Context: an optimization exercise on an open-source flow, tuned for small area. The choices shown serve that exercise and are no tape-out recipe. Where RTL was checked, it was by simulation tests only, not by an equivalence proof against the original. No functional check of the RTL was part of runs 3 and 4.

[flow/run.sh]
#!/bin/bash
# The standard layout (standard.sh), with three changes to how the
# layout is made:
#  - after floorplanning, every combinational cell from synthesis is swapped
#    to the smallest cell of its kind (flow/downsize.tcl); the later repair
#    steps size cells up again where timing, slew or load need it;
#  - the port buffers are buf_1 cells;
#  - the clock tree uses clkbuf_8 and no dummy loads.
# Each step's full output goes to its own log file in this folder.
set -euo pipefail
ODB="$PWD/orfs/results/sky130hd/iob_axil_macc/base/2_floorplan.odb"
ARGS=(
  "BUFFER_PORTS_ARGS=-buffer_cell sky130_fd_sc_hd__buf_1"
  "CTS_ARGS=-sink_clustering_enable -repair_clock_nets -dont_use_dummy_load -buf_list sky130_fd_sc_hd__clkbuf_8 -sink_clustering_size 30"
)
bash standard.sh "${ARGS[@]}" floorplan > standard_floorplan.log 2>&1
DS_ODB="$ODB" openroad -no_init -exit flow/downsize.tcl > downsize.log 2>&1
bash standard.sh "${ARGS[@]}" finish > standard_finish.log 2>&1
[flow/downsize.tcl]
# Swap every combinational cell of the synthesized netlist to the smallest
# cell of the same kind (same base name and pins), before placement.  The
# flow's own repair steps then size up only what timing, slew or load need.
read_db $::env(DS_ODB)
set db [ord::get_db]
set block [ord::get_db_block]
set masters {}
foreach lib [$db getLibs] {
  foreach m [$lib getMasters] { dict set masters [$m getName] $m }
}
proc pins_of {m} {
  set p {}
  foreach t [$m getMTerms] { lappend p [$t getName] }
  return [lsort $p]
}
set swapped 0
set saved 0
foreach inst [$block getInsts] {
  set m [$inst getMaster]
  set name [$m getName]
  if {![regexp {^sky130_fd_sc_hd__([a-z0-9]+)_([0-9]+)$} $name -> base size]} { continue }
  if {[regexp {^(df|edf|sdf|dl|clk|conb|tap|fill|decap|lpflow|probe|diode|ebuf|einv)} $base]} { continue }
  set best $m
  set area [expr {[$m getWidth] * [$m getHeight]}]
  dict for {cn cm} $masters {
    if {![regexp "^sky130_fd_sc_hd__${base}_\[0-9\]+\$" $cn]} { continue }
    set a [expr {[$cm getWidth] * [$cm getHeight]}]
    if {$a < $area && [pins_of $cm] eq [pins_of $m]} { set best $cm; set area $a }
  }
  if {$best ne $m} {
    set saved [expr {$saved + [$m getWidth] * [$m getHeight] - $area}]
    $inst swapMaster $best
    incr swapped
  }
}
puts "downsize: swapped $swapped cells, saved [expr {$saved / 1.0e6}] um2"
write_db $::env(DS_ODB)
[standard.sh]
#!/bin/bash
# synth_recipe.tcl (not shown) runs the flow's synth.tcl, then flattens the netlist and writes it again
# the make line also repeats each setting of config.mk as NAME=value (left out here)
make -C /OpenROAD-flow-scripts/flow DESIGN_CONFIG=/design/flow/config.mk WORK_HOME=/design/flow/orfs CLKGATE_MAP_FILE= SYNTH_SCRIPT=/design/flow/synth_recipe.tcl "${@:-finish}"
[config.mk]
export PLATFORM = sky130hd
export DESIGN_NAME = iob_axil_macc
export DESIGN_NICKNAME = iob_axil_macc
export VERILOG_FILES = /design/flow/design.v
export SDC_FILE = /design/flow/constraint.sdc
export NUM_CORES = 4
export LEC_CHECK = 0
export CAP_MARGIN = 20
export CORE_MARGIN = 2
export CORE_UTILIZATION = 60
export SLEW_MARGIN = 20
export SYNTH_HIERARCHICAL = 1
export SYNTH_MINIMUM_KEEP_SIZE = 0
[constraint.sdc]
create_clock -name core_clock -period 5.0 [get_ports {clk_i}]
set_input_delay 1.0000 -clock core_clock [delete_from_list [all_inputs] [get_ports {clk_i}]]
set_output_delay 1.0000 -clock core_clock [all_outputs]
set_load 0.01 [all_outputs]
[design.v]
`timescale 1ns / 1ps
module iob_reg_ca #(
   parameter DATA_W  = 1,
   parameter RST_VAL = {DATA_W{1'b0}}
) (
   input                   clk_i,
   input                   cke_i,
   input                   arst_i,
   input      [DATA_W-1:0] data_i,
   output reg [DATA_W-1:0] data_o
);
   always @(posedge clk_i, negedge arst_i) begin
      if (!arst_i) begin
         data_o <= RST_VAL;
      end else if (cke_i) begin
         data_o <= data_i;
      end
   end
endmodule
`timescale 1ns / 1ps
module iob_reg_cae #(
   parameter DATA_W  = 1,
   parameter RST_VAL = {DATA_W{1'b0}}
) (
   input                   clk_i,
   input                   cke_i,
   input                   arst_i,
   input                   en_i,
   input      [DATA_W-1:0] data_i,
   output reg [DATA_W-1:0] data_o
);
   always @(posedge clk_i, negedge arst_i) begin
      if (!arst_i) begin
         data_o <= RST_VAL;
      end else if (cke_i & en_i) begin
         data_o <= data_i;
      end
   end
endmodule
`timescale 1ns / 1ps
module iob_reverse #(
   parameter DATA_W = 21
) (
   input  [DATA_W-1:0] data_i,
   output [DATA_W-1:0] data_o
);
   genvar pos;
   generate
      for (pos = 0; pos < DATA_W; pos = pos + 1) begin : reverse
         assign data_o[pos] = data_i[(DATA_W-1)-pos];
      end
   endgenerate
endmodule
`timescale 1ns / 1ps
module iob_prio_enc #(
   parameter W    = 21,
   parameter MODE = "LOW"
) (
   input      [          W-1:0] unencoded_i,
   output reg [$clog2(W+1)-1:0] encoded_o
);
   wire [W+1-1:0] unencoded_int;
   assign unencoded_int = {(~(|unencoded_i)), unencoded_i};
   integer pos;
   generate
      if (MODE == "LOW") begin : gen_low_prio
         always @* begin
            encoded_o = 1'b0;   
            for (pos = W; pos != -1; pos = pos - 1) begin
               if (unencoded_int[pos]) begin
                  encoded_o = pos[$clog2(W)-1:0];
               end
            end
         end
      end else begin : gen_highest_prio   
         always @* begin
            encoded_o = 1'b0;   
            for (pos = {W{1'd0}}; pos < (W + 1); pos = pos + 1) begin
               if (unencoded_int[pos]) begin
                  encoded_o = pos[$clog2(W)-1:0];
               end
            end
         end
      end
   endgenerate
endmodule
`timescale 1ns / 1ps
module iob_ctls #(
   parameter W      = 21,
   parameter MODE   = 0,    
   parameter SYMBOL = 0     
) (
   input  [          W-1:0] data_i,
   output [$clog2(W+1)-1:0] count_o
);
   wire [W-1:0] data_int1;
   generate
      if (SYMBOL == 0) begin : g_zeros
         assign data_int1 = data_i;
      end else begin : g_ones
         assign data_int1 = ~data_i;
      end
   endgenerate
   wire [W-1:0] data_int2;
   generate
      if (MODE == 1) begin : g_reverse
         iob_reverse #(W) reverse0 (
            .data_i(data_int1),
            .data_o(data_int2)
         );
      end else begin : g_noreverse
         assign data_int2 = data_int1;
      end
   endgenerate
   iob_prio_enc #(
      .W   (W),
      .MODE("LOW")
   ) prio_encoder0 (
      .unencoded_i(data_int2),
      .encoded_o  (count_o)
   );
endmodule
`timescale 1ns / 1ps
module iob_axil2iob #(
   parameter AXIL_ADDR_W = 21,            
   parameter AXIL_DATA_W = 21,            
   parameter ADDR_W      = AXIL_ADDR_W,   
   parameter DATA_W      = AXIL_DATA_W    
) (
   input                      clk_i,
   input                      cke_i,
   input                      arst_i,
   input  [  AXIL_ADDR_W-1:0] axil_araddr_i,
   input                      axil_arvalid_i,
   output                     axil_arready_o,
   output [  AXIL_DATA_W-1:0] axil_rdata_o,
   output [            2-1:0] axil_rresp_o,
   output                     axil_rvalid_o,
   input                      axil_rready_i,
   input  [  AXIL_ADDR_W-1:0] axil_awaddr_i,
   input                      axil_awvalid_i,
   output                     axil_awready_o,
   input  [  AXIL_DATA_W-1:0] axil_wdata_i,
   input  [AXIL_DATA_W/8-1:0] axil_wstrb_i,
   input                      axil_wvalid_i,
   output                     axil_wready_o,
   output [            2-1:0] axil_bresp_o,
   output                     axil_bvalid_o,
   input                      axil_bready_i,
   output                     iob_valid_o,
   output [       ADDR_W-1:0] iob_addr_o,
   output [       DATA_W-1:0] iob_wdata_o,
   output [     DATA_W/8-1:0] iob_wstrb_o,
   input                      iob_rvalid_i,
   input  [       DATA_W-1:0] iob_rdata_i,
   input                      iob_ready_i,
   output                     iob_rready_o
);
   localparam WSTRB_W = DATA_W / 8;
   wire [ADDR_W-1:0] iob_addr;
   wire              iob_addr_en;
   assign axil_wready_o = iob_ready_i;
   assign axil_bresp_o  = 2'b0;
   wire axil_bvalid_nxt;
   assign axil_bvalid_nxt = (iob_valid_o & (|iob_wstrb_o)) ? iob_ready_i : (axil_bvalid_o & ~axil_bready_i);
   assign axil_arready_o = iob_ready_i;
   assign axil_rresp_o = 2'b0;
   assign axil_rvalid_o = iob_rvalid_i;
   assign axil_rdata_o = iob_rdata_i;
   assign iob_valid_o = axil_wvalid_i | axil_arvalid_i;
   assign iob_addr_o = axil_arvalid_i ? axil_araddr_i : axil_awvalid_i ? axil_awaddr_i : iob_addr;
   assign iob_wdata_o = axil_wdata_i;
   assign iob_wstrb_o = axil_wvalid_i ? axil_wstrb_i : {WSTRB_W{1'b0}};
   assign iob_rready_o = axil_rready_i;
   assign iob_addr_en = axil_arvalid_i | axil_awvalid_i;
   iob_reg_ca #(
      .DATA_W (1),
      .RST_VAL(0)
   ) iob_reg_bvalid (
      .clk_i (clk_i),
      .cke_i (cke_i),
      .arst_i(arst_i),
      .data_i(axil_bvalid_nxt),
      .data_o(axil_bvalid_o)
   );
   iob_reg_cae #(
      .DATA_W (ADDR_W),
      .RST_VAL(0)
   ) iob_reg_addr (
      .clk_i (clk_i),
      .cke_i (cke_i),
      .arst_i(arst_i),
      .en_i  (iob_addr_en),
      .data_i(iob_addr_o),
      .data_o(iob_addr)
   );
   wire awready_en;
   wire axil_awready_nxt;
   assign awready_en       = axil_awready_o ? axil_awvalid_i : (axil_bvalid_o & axil_bready_i);
   assign axil_awready_nxt = ~axil_awready_o;   
   iob_reg_cae #(
      .DATA_W (1),
      .RST_VAL(1)
   ) iob_reg_awready (
      .clk_i (clk_i),
      .cke_i (cke_i),
      .arst_i(arst_i),
      .en_i  (awready_en),
      .data_i(axil_awready_nxt),
      .data_o(axil_awready_o)
   );
endmodule
`timescale 1ns / 1ps
module iob_axil_macc_csrs #(
   parameter ADDR_W = 4,   
   parameter DATA_W = 32
) (
   input                 clk_i,
   input                 cke_i,
   input                 arst_i,
   input  [       2-1:0] axil_araddr_i,
   input                 axil_arvalid_i,
   output                axil_arready_o,
   output [  DATA_W-1:0] axil_rdata_o,
   output [       2-1:0] axil_rresp_o,
   output                axil_rvalid_o,
   input                 axil_rready_i,
   input  [       2-1:0] axil_awaddr_i,
   input                 axil_awvalid_i,
   output                axil_awready_o,
   input  [  DATA_W-1:0] axil_wdata_i,
   input  [DATA_W/8-1:0] axil_wstrb_i,
   input                 axil_wvalid_i,
   output                axil_wready_o,
   output [       2-1:0] axil_bresp_o,
   output                axil_bvalid_o,
   input                 axil_bready_i,
   output                en_o,
   input                 done_i,
   output                load_o,
   output [       8-1:0] a_o,
   output [       8-1:0] b_o,
   input  [      16-1:0] c_i
);
   wire                internal_iob_valid;
   wire [  ADDR_W-1:0] internal_iob_addr;
   wire [  DATA_W-1:0] internal_iob_wdata;
   wire [DATA_W/8-1:0] internal_iob_wstrb;
   wire                internal_iob_rvalid;
   wire [  DATA_W-1:0] internal_iob_rdata;
   wire                internal_iob_ready;
   wire                internal_iob_rready;
   wire                state;
   reg                 state_nxt;
   wire                write_en;
   wire [  ADDR_W-1:0] internal_iob_addr_stable;
   wire [  ADDR_W-1:0] internal_iob_addr_reg;
   wire                internal_iob_addr_reg_en;
   wire                en_wdata;
   wire                en_wen;
   wire                load_wdata;
   wire                load_wen;
   wire [       8-1:0] a_wdata;
   wire                a_wen;
   wire [       8-1:0] b_wdata;
   wire                b_wen;
   wire                iob_rvalid_out;
   reg                 iob_rvalid_nxt;
   wire [      32-1:0] iob_rdata_out;
   reg  [      32-1:0] iob_rdata_nxt;
   wire                iob_ready_out;
   reg                 iob_ready_nxt;
   reg                 iob_addr_i_0_8;
   reg                 iob_addr_i_4_16;
   reg                 iob_addr_i_8_0;
   function [31:0] iob_max;
      input [31:0] a;
      input [31:0] b;
      begin
         if (a > b) iob_max = a;
         else iob_max = b;
      end
   endfunction
   function [31:0] iob_min;
      input [31:0] a;
      input [31:0] b;
      begin
         if (a < b) iob_min = a;
         else iob_min = b;
      end
   endfunction
   function [31:0] iob_cshift_left;
      input [31:0] DATA;
      input integer DATA_W;
      input integer SHIFT;
      begin
         iob_cshift_left = (DATA << SHIFT) | (DATA >> (DATA_W - SHIFT));
      end
   endfunction
   function [31:0] iob_cshift_right;
      input [31:0] DATA;
      input integer DATA_W;
      input integer SHIFT;
      begin
         iob_cshift_right = (DATA >> SHIFT) | (DATA << (DATA_W - SHIFT));
      end
   endfunction
   localparam WSTRB_W = DATA_W / 8;
   localparam WAIT_REQ = 1'd0;
   localparam WAIT_RVALID = 1'd1;
   assign internal_iob_addr_reg_en = (state == WAIT_REQ);
   assign internal_iob_addr_stable = (state == WAIT_RVALID) ? internal_iob_addr_reg : internal_iob_addr;
   assign write_en = |internal_iob_wstrb;
   wire [($clog2(WSTRB_W)+1)-1:0] byte_offset;
   iob_ctls #(
      .W     (WSTRB_W),
      .MODE  (0),
      .SYMBOL(0)
   ) bo_inst (
      .data_i (internal_iob_wstrb),
      .count_o(byte_offset)
   );
   wire [ADDR_W-1:0] waddr;
   assign waddr    = ((internal_iob_addr_stable>>$clog2((DATA_W/8)))<<$clog2((DATA_W/8))) + byte_offset;
   assign en_wdata = internal_iob_wdata[0+:1];
   wire en_addressed_w;
   assign en_addressed_w = (waddr >= 0) && (waddr < 1);
   assign en_wen         = internal_iob_valid & (write_en & en_addressed_w);
   iob_reg_cae #(
      .DATA_W (1),
      .RST_VAL(1'd0)
   ) en_datareg (
      .clk_i (clk_i),
      .cke_i (cke_i),
      .arst_i(arst_i),
      .en_i  (en_wen),
      .data_i(en_wdata),
      .data_o(en_o)
   );
   assign load_wdata = internal_iob_wdata[16+:1];
   wire load_addressed_w;
   assign load_addressed_w = (waddr >= 2) && (waddr < 3);
   assign load_wen         = internal_iob_valid & (write_en & load_addressed_w);
   iob_reg_cae #(
      .DATA_W (1),
      .RST_VAL(1'd0)
   ) load_datareg (
      .clk_i (clk_i),
      .cke_i (cke_i),
      .arst_i(arst_i),
      .en_i  (load_wen),
      .data_i(load_wdata),
      .data_o(load_o)
   );
   assign a_wdata = internal_iob_wdata[24+:8];
   wire a_addressed_w;
   assign a_addressed_w = (waddr >= 3) && (waddr < 4);
   assign a_wen         = internal_iob_valid & (write_en & a_addressed_w);
   iob_reg_cae #(
      .DATA_W (8),
      .RST_VAL(8'd0)
   ) a_datareg (
      .clk_i (clk_i),
      .cke_i (cke_i),
      .arst_i(arst_i),
      .en_i  (a_wen),
      .data_i(a_wdata),
      .data_o(a_o)
   );
   assign b_wdata = internal_iob_wdata[0+:8];
   wire b_addressed_w;
   assign b_addressed_w = (waddr >= 4) && (waddr < 5);
   assign b_wen         = internal_iob_valid & (write_en & b_addressed_w);
   iob_reg_cae #(
      .DATA_W (8),
      .RST_VAL(8'd0)
   ) b_datareg (
      .clk_i (clk_i),
      .cke_i (cke_i),
      .arst_i(arst_i),
      .en_i  (b_wen),
      .data_i(b_wdata),
      .data_o(b_o)
   );
   assign internal_iob_rvalid = iob_rvalid_out;
   assign internal_iob_rdata  = iob_rdata_out;
   assign internal_iob_ready  = iob_ready_out;
   wire [7:0] byte_aligned_done_i;
   assign byte_aligned_done_i = done_i;
   wire [15:0] byte_aligned_c_i;
   assign byte_aligned_c_i = c_i;
   always @* begin
      iob_rdata_nxt  = 32'd0;
      iob_addr_i_0_8 = (((internal_iob_addr_stable>>$clog2((DATA_W/8)))<<$clog2((DATA_W/8))) == 0);
      if (iob_addr_i_0_8) begin
         iob_rdata_nxt[8+:8] = byte_aligned_done_i | 8'd0;
      end
      iob_addr_i_4_16 = ((
      ((internal_iob_addr_stable>>$clog2((DATA_W/8)))<<$clog2((DATA_W/8)))
      >= 4) && (
      ((internal_iob_addr_stable>>$clog2((DATA_W/8)))<<$clog2((DATA_W/8)))
      < 8));
      if (iob_addr_i_4_16) begin
         iob_rdata_nxt[16+:16] = byte_aligned_c_i | 16'd0;
      end
      iob_addr_i_8_0 = (((internal_iob_addr_stable>>$clog2((DATA_W/8)))<<$clog2((DATA_W/8))) == 8);
      if (iob_addr_i_8_0) begin
         iob_rdata_nxt[0+:16] = 16'h0081 | 16'd0;
      end
      iob_ready_nxt  = 1'b0;
      iob_rvalid_nxt = 1'b0;
      state_nxt      = state;
      case (state)
         WAIT_REQ: begin
            if (internal_iob_valid & (!internal_iob_ready)) begin   
               iob_ready_nxt = 1'b1;
               if (iob_ready_nxt && (!write_en)) begin
                  state_nxt = WAIT_RVALID;
               end
            end
         end
         default: begin   
            if (internal_iob_rready & internal_iob_rvalid) begin   
               iob_rvalid_nxt = 1'b0;
               state_nxt      = WAIT_REQ;
            end else begin
               iob_rvalid_nxt = 1'b1;
            end
         end
      endcase
   end   
   iob_reg_cae #(
      .DATA_W (ADDR_W),
      .RST_VAL({ADDR_W{1'b0}})
   ) internal_addr_reg (
      .clk_i (clk_i),
      .cke_i (cke_i),
      .arst_i(arst_i),
      .en_i  (internal_iob_addr_reg_en),
      .data_i(internal_iob_addr),
      .data_o(internal_iob_addr_reg)
   );
   iob_reg_ca #(
      .DATA_W (1),
      .RST_VAL(1'b0)
   ) state_reg (
      .clk_i (clk_i),
      .cke_i (cke_i),
      .arst_i(arst_i),
      .data_i(state_nxt),
      .data_o(state)
   );
   iob_axil2iob #(
      .AXIL_ADDR_W(ADDR_W),
      .AXIL_DATA_W(DATA_W)
   ) iob_axil2iob_coverter (
      .clk_i         (clk_i),
      .cke_i         (cke_i),
      .arst_i        (arst_i),
      .axil_araddr_i ({axil_araddr_i, 2'b0}),
      .axil_arvalid_i(axil_arvalid_i),
      .axil_arready_o(axil_arready_o),
      .axil_rdata_o  (axil_rdata_o),
      .axil_rresp_o  (axil_rresp_o),
      .axil_rvalid_o (axil_rvalid_o),
      .axil_rready_i (axil_rready_i),
      .axil_awaddr_i ({axil_awaddr_i, 2'b0}),
      .axil_awvalid_i(axil_awvalid_i),
      .axil_awready_o(axil_awready_o),
      .axil_wdata_i  (axil_wdata_i),
      .axil_wstrb_i  (axil_wstrb_i),
      .axil_wvalid_i (axil_wvalid_i),
      .axil_wready_o (axil_wready_o),
      .axil_bresp_o  (axil_bresp_o),
      .axil_bvalid_o (axil_bvalid_o),
      .axil_bready_i (axil_bready_i),
      .iob_valid_o   (internal_iob_valid),
      .iob_addr_o    (internal_iob_addr),
      .iob_wdata_o   (internal_iob_wdata),
      .iob_wstrb_o   (internal_iob_wstrb),
      .iob_rvalid_i  (internal_iob_rvalid),
      .iob_rdata_i   (internal_iob_rdata),
      .iob_ready_i   (internal_iob_ready),
      .iob_rready_o  (internal_iob_rready)
   );
   iob_reg_ca #(
      .DATA_W (1),
      .RST_VAL(1'b0)
   ) rvalid_reg (
      .clk_i (clk_i),
      .cke_i (cke_i),
      .arst_i(arst_i),
      .data_i(iob_rvalid_nxt),
      .data_o(iob_rvalid_out)
   );
   iob_reg_ca #(
      .DATA_W (32),
      .RST_VAL(32'b0)
   ) rdata_reg (
      .clk_i (clk_i),
      .cke_i (cke_i),
      .arst_i(arst_i),
      .data_i(iob_rdata_nxt),
      .data_o(iob_rdata_out)
   );
   iob_reg_ca #(
      .DATA_W (1),
      .RST_VAL(1'b0)
   ) ready_reg (
      .clk_i (clk_i),
      .cke_i (cke_i),
      .arst_i(arst_i),
      .data_i(iob_ready_nxt),
      .data_o(iob_ready_out)
   );
endmodule
`timescale 1ns / 1ps
module iob_axil_macc #(
   parameter DATA_W = 32
) (
   input                 clk_i,
   input                 cke_i,
   input                 arst_i,
   input  [       2-1:0] iob_csrs_axil_araddr_i,
   input                 iob_csrs_axil_arvalid_i,
   output                iob_csrs_axil_arready_o,
   output [  DATA_W-1:0] iob_csrs_axil_rdata_o,
   output [       2-1:0] iob_csrs_axil_rresp_o,
   output                iob_csrs_axil_rvalid_o,
   input                 iob_csrs_axil_rready_i,
   input  [       2-1:0] iob_csrs_axil_awaddr_i,
   input                 iob_csrs_axil_awvalid_i,
   output                iob_csrs_axil_awready_o,
   input  [  DATA_W-1:0] iob_csrs_axil_wdata_i,
   input  [DATA_W/8-1:0] iob_csrs_axil_wstrb_i,
   input                 iob_csrs_axil_wvalid_i,
   output                iob_csrs_axil_wready_o,
   output [       2-1:0] iob_csrs_axil_bresp_o,
   output                iob_csrs_axil_bvalid_o,
   input                 iob_csrs_axil_bready_i
);
   wire          arvalid = iob_csrs_axil_arvalid_i;
   wire          awvalid = iob_csrs_axil_awvalid_i;
   wire          wvalid = iob_csrs_axil_wvalid_i;
   wire [   3:0] wstrb = iob_csrs_axil_wstrb_i;
   wire [  31:0] wdata = iob_csrs_axil_wdata_i;
   reg           st;
   reg           rdy;
   reg           bvalid;
   reg           awready;
   reg  [   1:0] addr_q;   
   reg  [   1:0] ia;   
   wire          rvalid = st & ~rdy;
   wire          valid = wvalid | arvalid;
   wire          we = wvalid & (|wstrb);
   wire [   1:0] addr = arvalid ? iob_csrs_axil_araddr_i :
                        awvalid ? iob_csrs_axil_awaddr_i : addr_q;
   wire [   1:0] as = st ? ia : addr;
   wire          w0 = wvalid & (as == 2'd0);
   wire          en_wen = w0 & wstrb[0];
   wire          load_wen = w0 & (wstrb[2:0] == 3'b100);
   wire          a_wen = w0 & (wstrb == 4'b1000);
   wire          b_wen = wvalid & (as == 2'd1) & wstrb[0];
   always @(posedge clk_i, negedge arst_i) begin
      if (!arst_i) begin
         st      <= 1'b0;
         rdy     <= 1'b0;
         bvalid  <= 1'b0;
         awready <= 1'b1;
         addr_q  <= 2'd0;
      end else if (cke_i) begin
         rdy     <= ~st & ~rdy & valid;
         st      <= st ? (rdy | ~iob_csrs_axil_rready_i) : (~rdy & valid & ~we);
         bvalid  <= we ? rdy : (bvalid & ~iob_csrs_axil_bready_i);
         if (awready ? awvalid : (bvalid & iob_csrs_axil_bready_i)) awready <= ~awready;
         addr_q  <= addr;
      end
   end
   always @(posedge clk_i) begin
      if (cke_i & ~st) ia <= addr;
   end
   reg           en;
   reg           load;
   reg  [   7:0] a;
   reg  [   7:0] b;
   wire          en_d;
   wire          load_d;
   wire [   7:0] a_d;
   wire [   7:0] b_d;
   macc_mux #(
      .W(1)
   ) en_mux (
      .s (cke_i & en_wen),
      .d0(en),
      .d1(wdata[0]),
      .y (en_d)
   );
   macc_mux #(
      .W(1)
   ) load_mux (
      .s (cke_i & load_wen),
      .d0(load),
      .d1(wdata[16]),
      .y (load_d)
   );
   macc_mux #(
      .W(8)
   ) a_mux (
      .s (cke_i & a_wen),
      .d0(a),
      .d1(wdata[31:24]),
      .y (a_d)
   );
   macc_mux #(
      .W(8)
   ) b_mux (
      .s (cke_i & b_wen),
      .d0(b),
      .d1(wdata[7:0]),
      .y (b_d)
   );
   always @(posedge clk_i, negedge arst_i) begin
      if (!arst_i) begin
         en   <= 1'b0;
         load <= 1'b0;
         a    <= 8'd0;
         b    <= 8'd0;
      end else begin
         en   <= en_d;
         load <= load_d;
         a    <= a_d;
         b    <= b_d;
      end
   end
   reg           en_int;
   reg  [   2:0] dn;
   reg           done_int;
   reg  [  15:0] acc;
   reg  [   7:0] a_s;
   reg  [   7:0] b_s;
   wire [  15:0] acc_sum;
   wire [  15:0] acc_d;
   wire          enp = en & ~en_int;
   macc_tree macc (
      .a(a_s),
      .b(b_s),
      .m(acc & {16{~load}}),
      .q(acc_sum)
   );
   macc_mux #(
      .W(16)
   ) acc_mux (
      .s (cke_i & dn[2]),
      .d0(acc),
      .d1(acc_sum),
      .y (acc_d)
   );
   always @(posedge clk_i, negedge arst_i) begin
      if (!arst_i) begin
         en_int   <= 1'b0;
         dn       <= 3'd0;
         done_int <= 1'b0;
         acc      <= 16'd0;
      end else begin
         if (cke_i) begin
            en_int   <= en;
            dn       <= {dn[1:0], enp};
            done_int <= ~enp & (dn[2] | done_int);
         end
         acc <= acc_d;
      end
   end
   always @(posedge clk_i) begin
      if (cke_i & dn[0]) begin
         a_s <= a;
         b_s <= b;
      end
   end
   reg  [  15:0] cq;
   reg           dq;
   always @(posedge clk_i) begin
      if (cke_i) begin
         cq <= acc;
         dq <= done_int;
      end
   end
   wire ia0 = (ia == 2'd0);
   wire ia1 = (ia == 2'd1);
   wire ia2 = (ia == 2'd2);
   assign iob_csrs_axil_rdata_o   = {cq & {16{ia1}}, 7'd0, dq & ia0, ia2, 6'd0, ia2};
   assign iob_csrs_axil_rresp_o   = 2'b0;
   assign iob_csrs_axil_rvalid_o  = rvalid;
   assign iob_csrs_axil_arready_o = rdy;
   assign iob_csrs_axil_wready_o  = rdy;
   assign iob_csrs_axil_awready_o = awready;
   assign iob_csrs_axil_bresp_o   = 2'b0;
   assign iob_csrs_axil_bvalid_o  = bvalid;
endmodule
module macc_mux #(
   parameter W = 1
) (
   input          s,
   input  [W-1:0] d0,
   input  [W-1:0] d1,
   output [W-1:0] y
);
   assign y = s ? d1 : d0;
endmodule
module macc_tree (
   input  [ 7:0] a,
   input  [ 7:0] b,
   input  [15:0] m,
   output [15:0] q
);
   wire n1, n2;
   macc_ha h0 ((a[0] & b[5]), (a[1] & b[4]), n1, n2);
   wire n3, n4;
   macc_fa u0 ((a[0] & b[6]), (a[1] & b[5]), (a[2] & b[4]), n3, n4);
   wire n5, n6;
   macc_ha h1 ((a[3] & b[3]), (a[4] & b[2]), n5, n6);
   wire n7, n8;
   macc_fa u1 ((a[0] & b[7]), (a[1] & b[6]), (a[2] & b[5]), n7, n8);
   wire n9, n10;
   macc_fa u2 ((a[3] & b[4]), (a[4] & b[3]), (a[5] & b[2]), n9, n10);
   wire n11, n12;
   macc_ha h2 ((a[6] & b[1]), (a[7] & b[0]), n11, n12);
   wire n13, n14;
   macc_fa u3 ((a[1] & b[7]), (a[2] & b[6]), (a[3] & b[5]), n13, n14);
   wire n15, n16;
   macc_fa u4 ((a[4] & b[4]), (a[5] & b[3]), (a[6] & b[2]), n15, n16);
   wire n17, n18;
   macc_ha h3 ((a[7] & b[1]), m[8], n17, n18);
   wire n19, n20;
   macc_fa u5 ((a[2] & b[7]), (a[3] & b[6]), (a[4] & b[5]), n19, n20);
   wire n21, n22;
   macc_fa u6 ((a[5] & b[4]), (a[6] & b[3]), (a[7] & b[2]), n21, n22);
   wire n23, n24;
   macc_fa u7 ((a[3] & b[7]), (a[4] & b[6]), (a[5] & b[5]), n23, n24);
   wire n25, n26;
   macc_ha h4 ((a[0] & b[3]), (a[1] & b[2]), n25, n26);
   wire n27, n28;
   macc_fa u8 ((a[0] & b[4]), (a[1] & b[3]), (a[2] & b[2]), n27, n28);
   wire n29, n30;
   macc_ha h5 ((a[3] & b[1]), (a[4] & b[0]), n29, n30);
   wire n31, n32;
   macc_fa u9 ((a[2] & b[3]), (a[3] & b[2]), (a[4] & b[1]), n31, n32);
   wire n33, n34;
   macc_fa u10 ((a[5] & b[0]), m[5], n1, n33, n34);
   wire n35, n36;
   macc_fa u11 ((a[5] & b[1]), (a[6] & b[0]), m[6], n35, n36);
   wire n37, n38;
   macc_fa u12 (n2, n5, n3, n37, n38);
   wire n39, n40;
   macc_fa u13 (m[7], n6, n11, n39, n40);
   wire n41, n42;
   macc_fa u14 (n4, n7, n9, n41, n42);
   wire n43, n44;
   macc_fa u15 (n12, n17, n10, n43, n44);
   wire n45, n46;
   macc_fa u16 (n8, n13, n15, n45, n46);
   wire n47, n48;
   macc_fa u17 (m[9], n18, n14, n47, n48);
   wire n49, n50;
   macc_fa u18 (n16, n19, n21, n49, n50);
   wire n51, n52;
   macc_fa u19 ((a[6] & b[4]), (a[7] & b[3]), m[10], n51, n52);
   wire n53, n54;
   macc_fa u20 (n20, n22, n23, n53, n54);
   wire n55, n56;
   macc_fa u21 ((a[4] & b[7]), (a[5] & b[6]), (a[6] & b[5]), n55, n56);
   wire n57, n58;
   macc_fa u22 ((a[7] & b[4]), m[11], n24, n57, n58);
   wire n59, n60;
   macc_fa u23 ((a[5] & b[7]), (a[6] & b[6]), (a[7] & b[5]), n59, n60);
   wire n61, n62;
   macc_ha h6 ((a[0] & b[2]), (a[1] & b[1]), n61, n62);
   wire n63, n64;
   macc_fa u24 ((a[2] & b[1]), (a[3] & b[0]), m[3], n63, n64);
   wire n65, n66;
   macc_fa u25 (m[4], n26, n29, n65, n66);
   wire n67, n68;
   macc_fa u26 (n30, n28, n31, n67, n68);
   wire n69, n70;
   macc_fa u27 (n32, n35, n34, n69, n70);
   wire n71, n72;
   macc_fa u28 (n36, n39, n38, n71, n72);
   wire n73, n74;
   macc_fa u29 (n40, n42, n43, n73, n74);
   wire n75, n76;
   macc_fa u30 (n44, n46, n47, n75, n76);
   wire n77, n78;
   macc_fa u31 (n51, n48, n50, n77, n78);
   wire n79, n80;
   macc_fa u32 (n52, n55, n54, n79, n80);
   wire n81, n82;
   macc_fa u33 (m[12], n56, n59, n81, n82);
   wire n83, n84;
   macc_fa u34 ((a[6] & b[7]), (a[7] & b[6]), m[13], n83, n84);
   wire n85, n86;
   macc_ha h7 ((a[0] & b[1]), (a[1] & b[0]), n85, n86);
   wire n87, n88;
   macc_fa u35 ((a[2] & b[0]), m[2], n61, n87, n88);
   wire n89, n90;
   macc_fa u36 (n62, n25, n63, n89, n90);
   wire n91, n92;
   macc_fa u37 (n64, n27, n65, n91, n92);
   wire n93, n94;
   macc_fa u38 (n66, n33, n67, n93, n94);
   wire n95, n96;
   macc_fa u39 (n68, n37, n69, n95, n96);
   wire n97, n98;
   macc_fa u40 (n41, n70, n71, n97, n98);
   wire n99, n100;
   macc_fa u41 (n45, n72, n73, n99, n100);
   wire n101, n102;
   macc_fa u42 (n49, n74, n75, n101, n102);
   wire n103, n104;
   macc_fa u43 (n53, n76, n77, n103, n104);
   wire n105, n106;
   macc_fa u44 (n57, n78, n79, n105, n106);
   wire n107, n108;
   macc_fa u45 (n58, n81, n80, n107, n108);
   wire n109, n110;
   macc_fa u46 (n60, n83, n82, n109, n110);
   wire n111, n112;
   macc_fa u47 ((a[7] & b[7]), m[14], n84, n111, n112);
   wire n113, n114;
   macc_ha h8 ((a[0] & b[0]), m[0], n113, n114);
   wire n115, n116;
   macc_fa u48 (m[1], n85, n114, n115, n116);
   wire n117, n118;
   macc_fa u49 (n86, n87, n116, n117, n118);
   wire n119, n120;
   macc_fa u50 (n88, n89, n118, n119, n120);
   wire n121, n122;
   macc_fa u51 (n90, n91, n120, n121, n122);
   wire n123, n124;
   macc_fa u52 (n92, n93, n122, n123, n124);
   wire [9:0] r0 = {m[15], n110, n108, n106, n104, n102, n100, n98, n96, n94};
   wire [9:0] r1 = {n112, n111, n109, n107, n105, n103, n101, n99, n97, n95};
   wire [9:0] rs = r0 + r1 + n124;
   assign q = {rs[9], rs[8], rs[7], rs[6], rs[5], rs[4], rs[3], rs[2], rs[1], rs[0], n123, n121, n119, n117, n115, n113};
endmodule
module macc_fa (
   input  x,
   input  y,
   input  z,
   output s,
   output c
);
   assign s = x ^ y ^ z;
   assign c = (x & y) | (x & z) | (y & z);
endmodule
module macc_ha (
   input  x,
   input  y,
   output s,
   output c
);
   assign s = x ^ y;
   assign c = x & y;
endmodule
==> results.sh, run 1 <==
export IMPL_finalMaxSlewViolations=0
export IMPL_cp_data_arrival_time_ns=4.95
export IMPL_overflow=0
export IMPL_final_cell_count_no_fill=579
export IMPL_cp_slowest_cell="edfxtp_1"
export IMPL_finalCriticalPeriod_ns=4.73
export IMPL_maxCapViolations=0
export IMPL_gp_congestion=0.890
export IMPL_worstPathCellList="and2_1, ha_1, fa_1, fa_2, fa_2, fa_2, fa_1, inv_1, fa_2, fa_2, nor2b_1, o2111ai_1, nand3_1, o41ai_2, xnor2_1, mux2_1"
export IMPL_drive_above_1_share_pct=7.64
export IMPL_end_kind="register"
export IMPL_cts_tree="built"
export IMPL_synthCells=416
export IMPL_clock_latency_ns=0.35
export IMPL_wl_per_cell_um=15.4
export IMPL_crit_buf_inv=1
export IMPL_die_y_um=99.5
export IMPL_portBuffers=56
export IMPL_routed_wl_mm=8.92
export IMPL_synth_seq_cells=80
export IMPL_synth_top_area_share_pct=20.1
export IMPL_cts_buffer_depth=2
export IMPL_antenna_found_initial=0
export IMPL_firstDrtPassIters=4
export IMPL_synth_top_flop_cell="dfrtp_1"
export IMPL_mostFrequentLayoutCells="and2_1, buf_1, fa_1"
export IMPL_rsz0062_at_grt="false"
export IMPL_synth_area_leader_cell="dfrtp_1"
export IMPL_hpwlAfterDp_mm=7.21
export IMPL_worst_pin_slew_ns=0.837
export IMPL_critPathMaxStageDelay_ns=0.47
export IMPL_path_clk_slew_ns=0.07
export IMPL_cts_sinks=80
export IMPL_hold_viol_final=0
export IMPL_start_util_pct=62.4
export IMPL_multi_input_area_um2=2930
export IMPL_synth_warnings=7
export IMPL_regArea_um2=2180
export IMPL_remaining_drc_errors=0
export IMPL_setup_viol=0
export IMPL_yosys_top_cells_area="dfrtp_1, fa_1, edfxtp_1"
export IMPL_ctsHtreeMaxLevel=3
export IMPL_avgSynthCellArea_um2=13.1
export IMPL_vias_per_cell=5.24
export IMPL_cts_root_buf="clkbuf_8"
export IMPL_critPathTopFamily="adder cells"
export IMPL_numCtsBuffers=9
export IMPL_dieWidth_um=99.5
export IMPL_critPathKind="reg2reg"
export IMPL_fillers=709
export IMPL_diodes=0
export IMPL_holdWs_ns=0.421
export IMPL_dr_total_vias=3033
export IMPL_async_flop_share_pct=56.3
export IMPL_final_setup_tns_ns=0
export IMPL_grt_first_pass_wirelength_mm=14.8
export IMPL_hp_class="reg2reg"
export IMPL_area_growth_pct=4.10
export IMPL_status="no timing/DRC/antenna violations"
export IMPL_final_common_cell="and2_1"
export IMPL_synth_cell_types=45
export IMPL_io_pin_count=89
export IMPL_skew_ns=0.0253
export IMPL_grt_start_max_net_pins=46
export IMPL_slew_headroom_pct=44.2
export IMPL_grt_usage_pct=19.3
export IMPL_crit_path_start_kind="register"
export IMPL_fin_util_pct=64.9
export IMPL_synth_edf_count=35
export IMPL_place_inst=568
export IMPL_fin_crit_sh_pct=94.6
export IMPL_clock_fmax_mhz=211
export IMPL_ant_nets=0
export IMPL_cpMostUsedCell="fa_2"
export IMPL_grt_pass1_vias=3062
export IMPL_crit_path_max_fanout=7
export IMPL_rows=34
export IMPL_required_ns=5.23
export IMPL_drtIter0Drc=60
export IMPL_core_um2=8760
export IMPL_final_nets=593
export IMPL_die_area_um2=9890
export IMPL_yosysSeqAreaShare_pct=39.8
export IMPL_netlist_area_um2=5470
==> area by class of cell <==
cell class,instances,share of cell area (%)
inverter,11,0.726
multi-input combinational,306,51.5
timing repair buffer,65,4.90
tap,108,2.37
sequential,80,38.3
clock buffer,9,2.18
==> worst reg2reg max path, stage by stage, from the launching register on <==
cell       delay [ns]
edfxtp_1         0.47
and2_1           0.20
ha_1             0.34
fa_1             0.47
fa_2             0.38
fa_2             0.39
fa_2             0.37
fa_1             0.40
inv_1            0.08
fa_2             0.21
fa_2             0.22
nor2b_1          0.06
o2111ai_1        0.18
nand3_1          0.15
o41ai_2          0.33
xnor2_1          0.10
mux2_1           0.29
==> kinds of logic after synthesis <==
kind of cell	synth area share, %
simple gates	14.9
other cells	0.0686
mux	10.1
xor+xnor	1.28
buf+inv	5.81
fa+ha+maj	24.0
compound gates	3.89
flops	39.8
==> modules after synthesis, one instance, submodules excluded, a selection <==
module	copies in the design	flip-flops and latches	cells	cell area, um2
macc_fa	53	0	1	20.0
macc_ha	9	0	1	12.5
macc_tree	1	0	129	878
iob_axil_macc	1	80	187	2870
==> sequential cells by signal, summed over array words and instances, names as in the netlist, 2 cells and up <==
name    flops
cq         16
acc        16
ia          2
addr_q      2
b_s         8
a           8
a_s         8
dn          3
b           8
==> timing repair <==
action,CTS,global route
endpoints found under the setup margin,0,2
gates resized for setup,0,6
buffers inserted,0,2
hold buffers,0,0
==> final timing paths <==
| path | slack (ns) | from | depth (start not counted) | end |
|---|---|---|---|---|
| worst max-delay path | 0.27 | a_s[1] | 16 | acc[14] |
| worst min-delay path | 0.42 | a[3] | 0 | a_s[3] |
| worst max register to register | 0.27 | a_s[1] | 16 | acc[14] |
| worst min register to register | 0.42 | a[3] | 0 | a_s[3] |
| max in group asynchronous | 3.84 | arst_i | 2 | acc[3] |
| min in group asynchronous | 0.73 | arst_i | 2 | a[0] |
==> Yosys cell counts, types with 2 or more instances <==
| library cell | n |
|---|---|
| mux2_4 | 28 |
| mux2_2 | 10 |
| xnor2_1 | 5 |
| a21oi_1 | 5 |
| inv_1 | 11 |
| o22a_1 | 2 |
| nor3_1 | 2 |
| nand2_1 | 11 |
| buf_6 | 4 |
| o41a_1 | 2 |
| buf_4 | 26 |
| o22ai_1 | 2 |
| dfrtp_1 | 44 |
| clkbuf_1 | 3 |
| and2_1 | 82 |
| nor2_1 | 12 |
| a31oi_1 | 2 |
| nand2b_1 | 3 |
| ha_1 | 17 |
| o21ai_0 | 5 |
| fa_1 | 55 |
| mux2i_1 | 2 |
| xor2_1 | 3 |
| edfxtp_1 | 35 |
| nand3_1 | 4 |
| nor2b_1 | 22 |
==> stage by stage <==
step | worst slack (ns) | instance area, um2
4_1_cts | 0.0573 | 5660
2_1_floorplan | 0.483 | 5530
3_3_place_gp | 0.115 | 5530
6_report | 0.271 | 5690
5_1_grt | 0.0731 | 5690
3_5_place_dp | 0.0663 | 5530
==> routing by layer <==
metal | up-vias | global-route usage, % | wire length, um
li1 | 1455 | - | -
met1 | 1493 | 29.0 | 4430
met2 | 74 | 29.6 | 4070
met3 | 11 | 3.02 | 316
met4 | 0 | 5.58 | 98
met5 | - | 0 | 0
==> run 2, diff against run 1 <==
--- a/config.mk
+++ b/config.mk
@@ -7,7 +7,7 @@
 export LEC_CHECK = 0
 export CAP_MARGIN = 20
 export CORE_MARGIN = 2
-export CORE_UTILIZATION = 60
+export CORE_UTILIZATION = 40
 export SLEW_MARGIN = 20
 export SYNTH_HIERARCHICAL = 1
 export SYNTH_MINIMUM_KEEP_SIZE = 0
==> run 2 against run 1 <==
Setup slack got worse by 0.028 ns. Via count fell by 1.4%. Worst hold slack improved by 0.019 ns. Clock skew fell by 0.0050 ns. Design area rose by 1.1%. Wire length rose by 1.2%.
==> results.sh, run 2 <==
export IMPL_status="no timing/DRC/antenna violations"
export IMPL_wl_per_cell_um=14.0
export IMPL_ys_top_cells_by_count="and2_1, fa_1, dfrtp_1"
export IMPL_async_flop_share_pct=56.3
export IMPL_fin_ws_ns=0.243
export IMPL_diodes=0
export IMPL_drtIter0Drc=128
export IMPL_reg_top3="acc x16, cq x16"
export IMPL_final_common_cell="and2_1"
export IMPL_finalCriticalPeriod_ns=4.76
export IMPL_cts_root_buf="clkbuf_8"
export IMPL_io_pin_count=89
export IMPL_synth_top_family_by_area="adder cells"
export IMPL_wl_met3_um=347
export IMPL_dieWidth_um=121
export IMPL_synth_cell_types=45
export IMPL_firstDrtPassIters=4
export IMPL_routed_wl_mm=9.02
export IMPL_area_growth_pct=5.29
export IMPL_vias_per_cell=4.63
export IMPL_finalMaxSlewViolations=0
export IMPL_fillers=1248
export IMPL_numCtsBuffers=9
export IMPL_required_ns=5.24
export IMPL_overflow=0
export IMPL_mostFrequentLayoutCells="and2_1, fa_1, buf_1"
export IMPL_netlist_area_um2=5470
export IMPL_grt_usage_pct=13.6
export IMPL_cts_tree="built"
export IMPL_post_synth_top_count_cell="and2_1"
export IMPL_synth_seq_cells=80
export IMPL_hold_viol_final=0
export IMPL_antenna_found_initial=0
export IMPL_cp_data_arrival_time_ns=5.00
export IMPL_synth_area_mux_share_pct=10.1
export IMPL_portBuffers=56
export IMPL_cts_setup_buffers=0
export IMPL_cts_sinks=80
export IMPL_hp_class="reg2reg"
export IMPL_crit_path_max_fanout=4
export IMPL_path_clk_slew_ns=0.08
export IMPL_synth_warnings=7
export IMPL_remaining_drc_errors=0
export IMPL_rsz0062_at_grt="false"
export IMPL_hpwlAfterDp_mm=7.23
export IMPL_critPathKind="reg2reg"
export IMPL_routed_top_layer="met4"
export IMPL_yosysSeqAreaShare_pct=39.8
export IMPL_cts_buffer_depth=2
export IMPL_clock_fmax_mhz=210
export IMPL_avgSynthCellArea_um2=13.1
export IMPL_final_setup_tns_ns=0
export IMPL_rows=42
export IMPL_met2WireLength_mm=4.02
export IMPL_die_y_um=121
export IMPL_yosys_area_share_simple_pct=14.9
export IMPL_synth_top_area_share_pct=20.1
export IMPL_grt_pass1_vias=3165
export IMPL_gp_congestion=0.841
export IMPL_dr_total_vias=2991
export IMPL_clock_latency_ns=0.36
export IMPL_synthXorXnorAreaFrac_pct=1.28
export IMPL_yosys_top_cells_area="dfrtp_1, fa_1, edfxtp_1"
export IMPL_maxCapViolations=0
export IMPL_fin_crit_sh_pct=95.1
export IMPL_synth_area_leader_cell="dfrtp_1"
export IMPL_synthCells=416
export IMPL_synthAdderAreaFrac_pct=24.0
export IMPL_grt_first_pass_wirelength_mm=15.6
export IMPL_crit_path_start_kind="register"
export IMPL_final_nets=592
export IMPL_ant_nets=0
export IMPL_drive_above_1_share_pct=6.38
export IMPL_start_util_pct=41.1
export IMPL_wl_met1_mm=4.46
export IMPL_end_kind="register"
export IMPL_ctsHtreeMaxLevel=3
export IMPL_grt_start_max_net_pins=46
export IMPL_place_ws_ns=0.156
export IMPL_synth_top_flop_cell="dfrtp_1"
export IMPL_synth_edf_count=35
export IMPL_slew_headroom_pct=42.8
export IMPL_setup_viol=0
export IMPL_core_um2=13300
export IMPL_synth_compound_area_share_pct=3.89
export IMPL_skew_ns=0.0203
export IMPL_die_area_um2=14600
export IMPL_worst_pin_slew_ns=0.856
## run 2: cell counts after synthesis
No cell type changed its count.
## run 2: worst paths after layout
check	start	endpoint	slack, ns	cells past startpoint
worst max-delay path	a_s[0]	acc[14]	0.24	16
worst min-delay path	b[6]	b_s[6]	0.44	0
worst max register to register	a_s[0]	acc[14]	0.24	16
worst min register to register	b[6]	b_s[6]	0.44	0
max in group asynchronous	arst_i	dn[1]	3.89	2
min in group asynchronous	arst_i	acc[15]	0.72	2
## run 2: cell families after synthesis
kind of cell,Yosys count
other,1
AND/OR/NAND/NOR,140
AO/OA/AOI/OAI,29
XOR/XNOR,8
multiplexers,40
flip-flops,80
buffers and inverters,46
adder cells (fa/ha/maj),72
## run 2: modules after synthesis, one instance, submodules excluded, excerpt
module,flops+latches,area (um2)
iob_axil_macc,80,2870
macc_fa,0,20.0
macc_ha,0,12.5
macc_tree,0,878
## run 2: cell type report
| class | count | area, um2 | share of cell area (%) |
|---|---|---|---|
| Multi-Input combinational cell | 306 | 2920 | 50.7 |
| Sequential cell | 80 | 2180 | 37.8 |
| Timing Repair Buffer | 64 | 272 | 4.72 |
| Tap cell | 176 | 220 | 3.83 |
| Clock buffer | 9 | 124 | 2.15 |
| Inverter | 11 | 41.3 | 0.717 |
## run 2: metal layers
metal,track usage [%],up-vias
met3,2.30,11
met1,19.4,1455
li1,-,1459
met4,6.54,0
met5,0,-
met2,20.3,66
## run 2: repair_timing
action | in CTS | in global routing
hold buffers | 0 | 0
resized for setup | 0 | 1
setup endpoints to repair | 0 | 1
## run 2: stage by stage
step | util (%) | hold WS, ns | instances | area, um2
global route | 43.3 | 0.450 | 646 | 5760
detailed placement | 42.3 | 0.426 | 637 | 5620
finish | 43.3 | 0.440 | 646 | 5760
global placement | 42.3 | 0.427 | 637 | 5620
floorplan | - | 0.425 | 432 | 5530
CTS | 43.2 | 0.442 | 646 | 5750
## run 2: critical path, stage by stage, from the launching register on
cell	delay, ns
edfxtp_1	0.43
and2_1	0.17
ha_1	0.29
fa_1	0.49
fa_1	0.46
fa_1	0.43
fa_1	0.43
fa_1	0.40
inv_1	0.07
fa_1	0.20
fa_1	0.22
nor2b_1	0.07
o2111ai_1	0.19
nand3_1	0.14
o41ai_2	0.26
xnor2_1	0.10
mux2_1	0.29
==> run 3, diff against run 2 <==
--- a/design.v
+++ b/design.v
@@ -635,42 +635,40 @@
    reg           en_int;
    reg  [   2:0] dn;
    reg           done_int;
-   reg  [  15:0] acc;
+   reg  [  15:0] acc;   
+   reg           az;
+   reg           cz;
    reg  [   7:0] a_s;
    reg  [   7:0] b_s;
    wire [  15:0] acc_sum;
-   wire [  15:0] acc_d;
    wire          enp = en & ~en_int;
    macc_tree macc (
       .a(a_s),
       .b(b_s),
-      .m(acc & {16{~load}}),
+      .m(acc & {16{~(load | az)}}),
       .q(acc_sum)
    );
-   macc_mux #(
-      .W(16)
-   ) acc_mux (
-      .s (cke_i & dn[2]),
-      .d0(acc),
-      .d1(acc_sum),
-      .y (acc_d)
-   );
    always @(posedge clk_i, negedge arst_i) begin
       if (!arst_i) begin
          en_int   <= 1'b0;
          dn       <= 3'd0;
          done_int <= 1'b0;
-         acc      <= 16'd0;
+         az       <= 1'b1;
+         cz       <= 1'b1;
       end else begin
          if (cke_i) begin
             en_int   <= en;
             dn       <= {dn[1:0], enp};
             done_int <= ~enp & (dn[2] | done_int);
+            if (dn[2]) az <= 1'b0;
+            cz <= az;
          end
-         acc <= acc_d;
       end
    end
    always @(posedge clk_i) begin
+      if (cke_i & dn[2]) acc <= acc_sum;
+   end
+   always @(posedge clk_i) begin
       if (cke_i & dn[0]) begin
          a_s <= a;
          b_s <= b;
@@ -687,7 +685,7 @@
    wire ia0 = (ia == 2'd0);
    wire ia1 = (ia == 2'd1);
    wire ia2 = (ia == 2'd2);
-   assign iob_csrs_axil_rdata_o   = {cq & {16{ia1}}, 7'd0, dq & ia0, ia2, 6'd0, ia2};
+   assign iob_csrs_axil_rdata_o   = {cq & {16{ia1 & ~cz}}, 7'd0, dq & ia0, ia2, 6'd0, ia2};
    assign iob_csrs_axil_rresp_o   = 2'b0;
    assign iob_csrs_axil_rvalid_o  = rvalid;
    assign iob_csrs_axil_arready_o = rdy;
==> run 3 against run 2 <==
Utilization about the same. Die area down 1.7%. Register-to-register slack better by 0.05 ns. Setup slack better by 0.050 ns. Still clean on timing, DRC and antenna.
==> results.sh, run 3 <==
export IMPL_finalMaxSlewViolations=0
export IMPL_hp_class="reg2reg"
export IMPL_cp_slowest_cell="fa_1"
export IMPL_dr_total_vias=2965
export IMPL_yosys_top_cells_area="edfxtp_1, fa_1, dfrtp_1"
export IMPL_synth_area_leader_cell="edfxtp_1"
export IMPL_netlist_area_um2=5370
export IMPL_hold_viol_final=0
export IMPL_finalCriticalPeriod_ns=4.71
export IMPL_end_kind="register"
export IMPL_whs_path_depth=0
export IMPL_cts_hold_buf=0
export IMPL_rows=42
export IMPL_yosysSeqAreaShare_pct=43.0
export IMPL_crit_path_start_kind="register"
export IMPL_die_area_um2=14400
export IMPL_cts_tree="built"
export IMPL_cpMostUsedCell="fa_1"
export IMPL_async_flop_share_pct=37.8
export IMPL_start_util_pct=40.7
export IMPL_synth_warnings=7
export IMPL_diodes=0
export IMPL_cts_setup_buffers=0
export IMPL_cts_sinks=82
export IMPL_synthCells=403
export IMPL_crit_buf_inv=1
export IMPL_skew_ns=0.0197
export IMPL_cts_root_buf="clkbuf_8"
export IMPL_cp_depth=15
export IMPL_die_y_um=120
export IMPL_clock_latency_ns=0.35
export IMPL_critPathTopFamily="adder cells"
export IMPL_design_area_um2=5710
export IMPL_gp_congestion=0.868
export IMPL_wl_per_cell_um=14.2
export IMPL_synth_seq_cells=82
export IMPL_worst_r2r_path_depth=15
export IMPL_drive_above_1_share_pct=5.48
export IMPL_place_area_um2=5580
export IMPL_hpwlAfterDp_mm=7.15
export IMPL_fin_crit_sh_pct=94.1
export IMPL_crit_path_max_fanout=8
export IMPL_cp_data_arrival_time_ns=4.80
export IMPL_final_setup_tns_ns=0
export IMPL_core_um2=13200
export IMPL_ys_top_cells_by_count="and2_1, fa_1, edfxtp_1"
export IMPL_final_nets=578
export IMPL_critPathKind="reg2reg"
export IMPL_grt_pass1_vias=3023
export IMPL_grt_first_pass_wirelength_mm=14.9
export IMPL_ctsHtreeMaxLevel=3
export IMPL_critPathMaxStageDelay_ns=0.49
export IMPL_avgSynthCellArea_um2=13.3
export IMPL_synth_top_area_share_pct=28.5
export IMPL_path_clk_slew_ns=0.08
export IMPL_remaining_drc_errors=0
export IMPL_mostFrequentLayoutCells="and2_1, fa_1, buf_1"
export IMPL_vias_per_cell=4.69
export IMPL_drtIter0Drc=143
export IMPL_grt_usage_pct=13.2
export IMPL_synth_edf_count=51
export IMPL_area_growth_pct=6.26
export IMPL_cts_buffer_depth=2
export IMPL_cts_resized_gates=0
export IMPL_clock_fmax_mhz=212
export IMPL_setup_viol=0
export IMPL_grt_start_max_net_pins=36
export IMPL_ant_nets=0
export IMPL_overflow=0
export IMPL_routed_wl_mm=8.95
export IMPL_post_synth_top_count_cell="and2_1"
export IMPL_rsz0062_at_grt="false"
export IMPL_maxCapViolations=0
export IMPL_reg_top3="acc x16, cq x16"
export IMPL_worstPathCellList="and2_1, ha_1, fa_1, fa_1, fa_1, fa_1, fa_1, inv_1, fa_1, fa_1, nor2b_1, o2111ai_1, nand3_1, o41ai_2, xnor2_1"
export IMPL_dieWidth_um=120
export IMPL_required_ns=5.09
export IMPL_worst_pin_slew_ns=0.843
export IMPL_portBuffers=56
export IMPL_r2r_slack_ns=0.29
export IMPL_firstDrtPassIters=4
export IMPL_antenna_found_initial=0
export IMPL_synth_top_flop_cell="edfxtp_1"
export IMPL_synth_cell_types=44
export IMPL_numCtsBuffers=9
export IMPL_slew_headroom_pct=43.8
export IMPL_status="no timing/DRC/antenna violations"
export IMPL_final_common_cell="and2_1"
export IMPL_io_pin_count=89
-- run 3: cell count changes after synthesis, sizes merged --
| cell | delta |
|---|---|
| and2 | +16 |
| dfrtp | -16 |
| edfxtp | +16 |
| nor2b | -16 |
| mux2 | -15 |
| buf | -2 |
| dfstp | +2 |
| nor2 | +1 |
| nor3b | +1 |
-- run 3: path summary, 6_finish.rpt --
check / start / to
min: acc[14] / cq[14]
max in group asynchronous: arst_i / a[6]
max: b_s[1] / acc[14]
min reg2reg: acc[14] / cq[14]
min in group asynchronous: arst_i / load
max reg2reg: b_s[1] / acc[14]
-- run 3: area by class of cell --
cell class | instances | area (um2)
Tap cell | 176 | 220
Multi-Input combinational cell | 293 | 2760
Timing Repair Buffer | 61 | 250
Fill cell | 1249 | 7480
Inverter | 11 | 41.3
Sequential cell | 82 | 2310
Clock buffer | 9 | 124
-- run 3: kinds of logic after synthesis --
logic type,after synthesis,share of synthesized area [%]
AO/OA/AOI/OAI,29,3.96
XOR/XNOR,8,1.30
adder cells (fa/ha/maj),72,24.5
buffers and inverters,44,5.33
flip-flops,82,43.0
multiplexers,25,6.45
other,1,0.0698
AND/OR/NAND/NOR,142,15.4
-- run 3: routing by layer --
| layer | GRT usage [%] | vias to the layer above | part of all wire, % |
|---|---|---|---|
| li1 | - | 1416 | - |
| met1 | 18.9 | 1476 | 49 |
| met2 | 19.9 | 66 | 45 |
| met3 | 3.42 | 7 | 4.6 |
| met4 | 3.60 | 0 | 0.85 |
| met5 | 0 | - | 0 |
-- run 3: modules after synthesis (local to each module, per instance), excerpt --
module | times used | cell area [um2] | flip-flops and latches
iob_axil_macc | 1 | 3030 | 82
macc_fa | 53 | 20.0 | 0
macc_ha | 9 | 12.5 | 0
macc_tree | 1 | 878 | 0
-- run 3: through the flow --
step | hold WS, ns | cells | setup slack (ns) | utilization (%)
floorplan | 0.417 | 419 | 0.601 | -
global placement | 0.425 | 623 | 0.262 | 42.3
detailed placement | 0.428 | 623 | 0.263 | 42.3
CTS | 0.436 | 632 | 0.227 | 43.2
global route | 0.455 | 632 | 0.0636 | 43.3
finish | 0.439 | 632 | 0.294 | 43.3
==> run 4, diff against run 3 <==
--- a/design.v
+++ b/design.v
@@ -834,10 +834,12 @@
    macc_fa u51 (n90, n91, n120, n121, n122);
    wire n123, n124;
    macc_fa u52 (n92, n93, n122, n123, n124);
-   wire [9:0] r0 = {m[15], n110, n108, n106, n104, n102, n100, n98, n96, n94};
-   wire [9:0] r1 = {n112, n111, n109, n107, n105, n103, n101, n99, n97, n95};
-   wire [9:0] rs = r0 + r1 + n124;
-   assign q = {rs[9], rs[8], rs[7], rs[6], rs[5], rs[4], rs[3], rs[2], rs[1], rs[0], n123, n121, n119, n117, n115, n113};
+   wire n125, n126;
+   macc_fa u53 (n94, n95, n124, n125, n126);
+   wire [8:0] r0 = {m[15], n110, n108, n106, n104, n102, n100, n98, n96};
+   wire [8:0] r1 = {n112, n111, n109, n107, n105, n103, n101, n99, n97};
+   wire [8:0] rs = r0 + r1 + n126;
+   assign q = {rs[8], rs[7], rs[6], rs[5], rs[4], rs[3], rs[2], rs[1], rs[0], n125, n123, n121, n119, n117, n115, n113};
 endmodule
 module macc_fa (
    input  x,
==> run 4 against run 3 <==
Design area up 1.4%. Fmax down 2.4%. Critical path type unchanged. Global-route usage up 0.19 points.
==> results.sh, run 4 <==
export IMPL_synth_top_flop_cell="edfxtp_1"
export IMPL_drive_above_1_share_pct=11.4
export IMPL_post_synth_top_count_cell="and2_1"
export IMPL_cp_startpoint="a_s[0]"
export IMPL_grt_pass1_vias=3001
export IMPL_setup_viol=0
export IMPL_clock_latency_ns=0.35
export IMPL_crit_path_start_kind="register"
export IMPL_skew_ns=0.0243
export IMPL_antenna_found_initial=0
export IMPL_hp_class="reg2reg"
export IMPL_place_inst=620
export IMPL_critPathKind="reg2reg"
export IMPL_vias_per_cell=4.60
export IMPL_design_area_um2=5790
export IMPL_hold_viol_final=0
export IMPL_synth_warnings=7
export IMPL_wl_per_cell_um=13.9
export IMPL_final_nets=578
export IMPL_io_pin_count=89
export IMPL_clock_fmax_mhz=207
export IMPL_cts_tree="built"
export IMPL_cts_buffer_depth=2
export IMPL_drtIter0Drc=96
export IMPL_r2r_slack_ns=0.18
export IMPL_firstDrtPassIters=4
export IMPL_finalCriticalPeriod_ns=4.82
export IMPL_overflow=0
export IMPL_synthCells=387
export IMPL_wl_met1_mm=4.32
export IMPL_numCtsBuffers=9
export IMPL_cts_hold_buf=0
export IMPL_ant_nets=0
export IMPL_portBuffers=56
export IMPL_diodes=0
export IMPL_core_um2=13100
export IMPL_hpwlAfterDp_mm=7.23
export IMPL_area_growth_pct=8.84
export IMPL_synth_seq_cells=82
export IMPL_cp_endpoint="acc[13]"
export IMPL_grt_usage_pct=13.3
export IMPL_async_flop_share_pct=37.8
export IMPL_fillers=1262
export IMPL_synth_cell_types=45
export IMPL_die_area_um2=14200
export IMPL_fin_util_pct=44.1
export IMPL_maxCapViolations=0
export IMPL_synth_top_area_share_pct=28.8
export IMPL_final_common_cell="and2_1"
export IMPL_netlist_area_um2=5320
export IMPL_worst_r2r_path_depth=14
export IMPL_synth_edf_count=51
export IMPL_ctsHtreeMaxLevel=3
export IMPL_yosysSeqAreaShare_pct=43.4
export IMPL_crit_path_max_fanout=4
export IMPL_die_y_um=119
export IMPL_routed_top_layer="met4"
export IMPL_end_kind="register"
export IMPL_avgSynthCellArea_um2=13.7
export IMPL_r2r_end="acc[13]"
export IMPL_reg_top3="acc x16, cq x16"
export IMPL_finalMaxSlewViolations=0
export IMPL_multi_input_area_um2=2740
export IMPL_status="no timing/DRC/antenna violations"
export IMPL_place_area_um2=5620
export IMPL_cts_sinks=82
export IMPL_wl_met3_um=410
export IMPL_slew_headroom_pct=44.9
export IMPL_dr_total_vias=2906
export IMPL_fin_crit_sh_pct=96.4
export IMPL_cts_root_buf="clkbuf_8"
export IMPL_rsz0062_at_grt="false"
export IMPL_ys_top_cells_by_count="and2_1, fa_1, edfxtp_1"
export IMPL_yosys_top_cells_area="edfxtp_1, fa_1, dfrtp_1"
export IMPL_regArea_um2=2310
export IMPL_routed_wl_mm=8.76
export IMPL_dieWidth_um=119
export IMPL_start_util_pct=40.5
export IMPL_r2r_start="a_s[0]"
export IMPL_worst_pin_slew_ns=0.826
export IMPL_final_cell_count_no_fill=632
export IMPL_gp_congestion=0.809
export IMPL_remaining_drc_errors=0
export IMPL_path_clk_slew_ns=0.08
export IMPL_required_ns=5.10
export IMPL_grt_start_max_net_pins=35
export IMPL_mostFrequentLayoutCells="and2_1, buf_1, edfxtp_1"
export IMPL_grt_first_pass_wirelength_mm=14.9
export IMPL_holdWs_ns=0.426
export IMPL_synth_area_leader_cell="edfxtp_1"
export IMPL_rows=42
export IMPL_cp_data_arrival_time_ns=4.92
export IMPL_met2WireLength_mm=3.92
-- run 4: what timing repair did --
action | in CTS | in global routing
resized for setup | 10 | 2
hold endpoints to repair | 0 | 0
pin swaps | 7 | 12
setup endpoints to repair | 6 | 3
buffers inserted | 2 | 1
-- run 4: critical path, stage by stage, from the launching register on --
cell,delay [ns]
edfxtp_1,0.45
and2_4,0.19
ha_1,0.28
fa_1,0.47
fa_2,0.40
fa_2,0.35
fa_2,0.37
fa_2,0.35
fa_2,0.35
fa_2,0.39
fa_2,0.35
a21o_1,0.19
a21oi_2,0.17
o21ai_1,0.09
xor2_1,0.15
-- run 4: how the worst min path moves through the flow --
stage / start / endpoint / slack [ns] / cells after the start
6_report: acc[10] / cq[10] / 0.43 / 0
5_1_grt: acc[10] / cq[10] / 0.44 / 0
4_1_cts: acc[10] / cq[10] / 0.42 / 0
3_5_place_dp: acc[8] / cq[8] / 0.43 / 0
3_3_place_gp: acc[14] / cq[14] / 0.43 / 0
2_1_floorplan: acc[0] / cq[0] / 0.42 / 0
-- run 4: final cells by class --
cell class,instances,area share [%]
multi-input cells,283,47.4
flip-flops and latches,82,39.9
repair buffers,78,6.53
well taps,176,3.80
clock buffers,9,2.14
inverters,4,0.259
-- run 4: layer usage --
metal  global-route usage (%)  up-vias
met5                        0        -
met4                     4.85        0
met3                     2.97        8
met2                     19.5       59
met1                     19.6     1440
li1                         -     1399
-- run 4: modules after synthesis, one instance, submodules excluded, excerpt --
module,flops+latches,copies in the design
macc_ha,0,9
macc_fa,0,54
iob_axil_macc,82,1
macc_tree,0,1
-- run 4: cell families (layout without fill, tap and decap cells) --
logic type / Yosys count / in the layout / share of synthesized area, %
AO/OA/AOI/OAI: 30 / 30 / 4.05
XOR/XNOR: 7 / 7 / 1.15
adder cells (fa/ha/maj): 72 / 72 / 24.8
buffers and inverters: 38 / 91 / 5.03
flip-flops: 82 / 82 / 43.4
multiplexers: 26 / 26 / 6.70
other: 1 / 17 / 0.0705
AND/OR/NAND/NOR: 131 / 131 / 14.7
-- run 4: stage by stage --
| stage | TNS [ns] | setup slack [ns] |
|---|---|---|
| final | 0 | 0.180 |
| after global routing | 0 | 0.00498 |
| after CTS | 0 | 0.00762 |
| after detailed placement | -1.36 | -0.460 |
| after global placement | -1.27 | -0.430 |
| after floorplan | 0 | 0.00790 |

[what the ideal ports hide]
How much do the figures lean on ideal ports? The routed layouts below were timed once more, with nothing changed but the port constraints.
Step 1 sets driving cells, clkbuf_16 on the clock port and buf_2 on the other inputs (assumed; they add their load-dependent delay and slew).
Step 2 also shifts input and output timing later by t, the mid clock arrival at the registers, as if the neighbouring blocks saw the same clock.
Three values: ideal ports, drivers, drivers and shift; two values: the first two.
run	t, ns	slack for setup (ns)	worst hold slack (ns)	clock arrival spread, ns
run 1	0.361	0.271 / 0.271 / 0.271	0.421 / 0.421 / 0.421	0.025 / 0.025
run 2	0.380	0.243 / 0.243 / 0.243	0.440 / 0.440 / 0.440	0.021 / 0.021
run 3	0.373	0.294 / 0.294 / 0.294	0.439 / 0.439 / 0.439	0.020 / 0.020
run 4	0.377	0.180 / 0.180 / 0.180	0.426 / 0.426 / 0.426	0.025 / 0.025
After both steps every run listed still meets setup and hold.
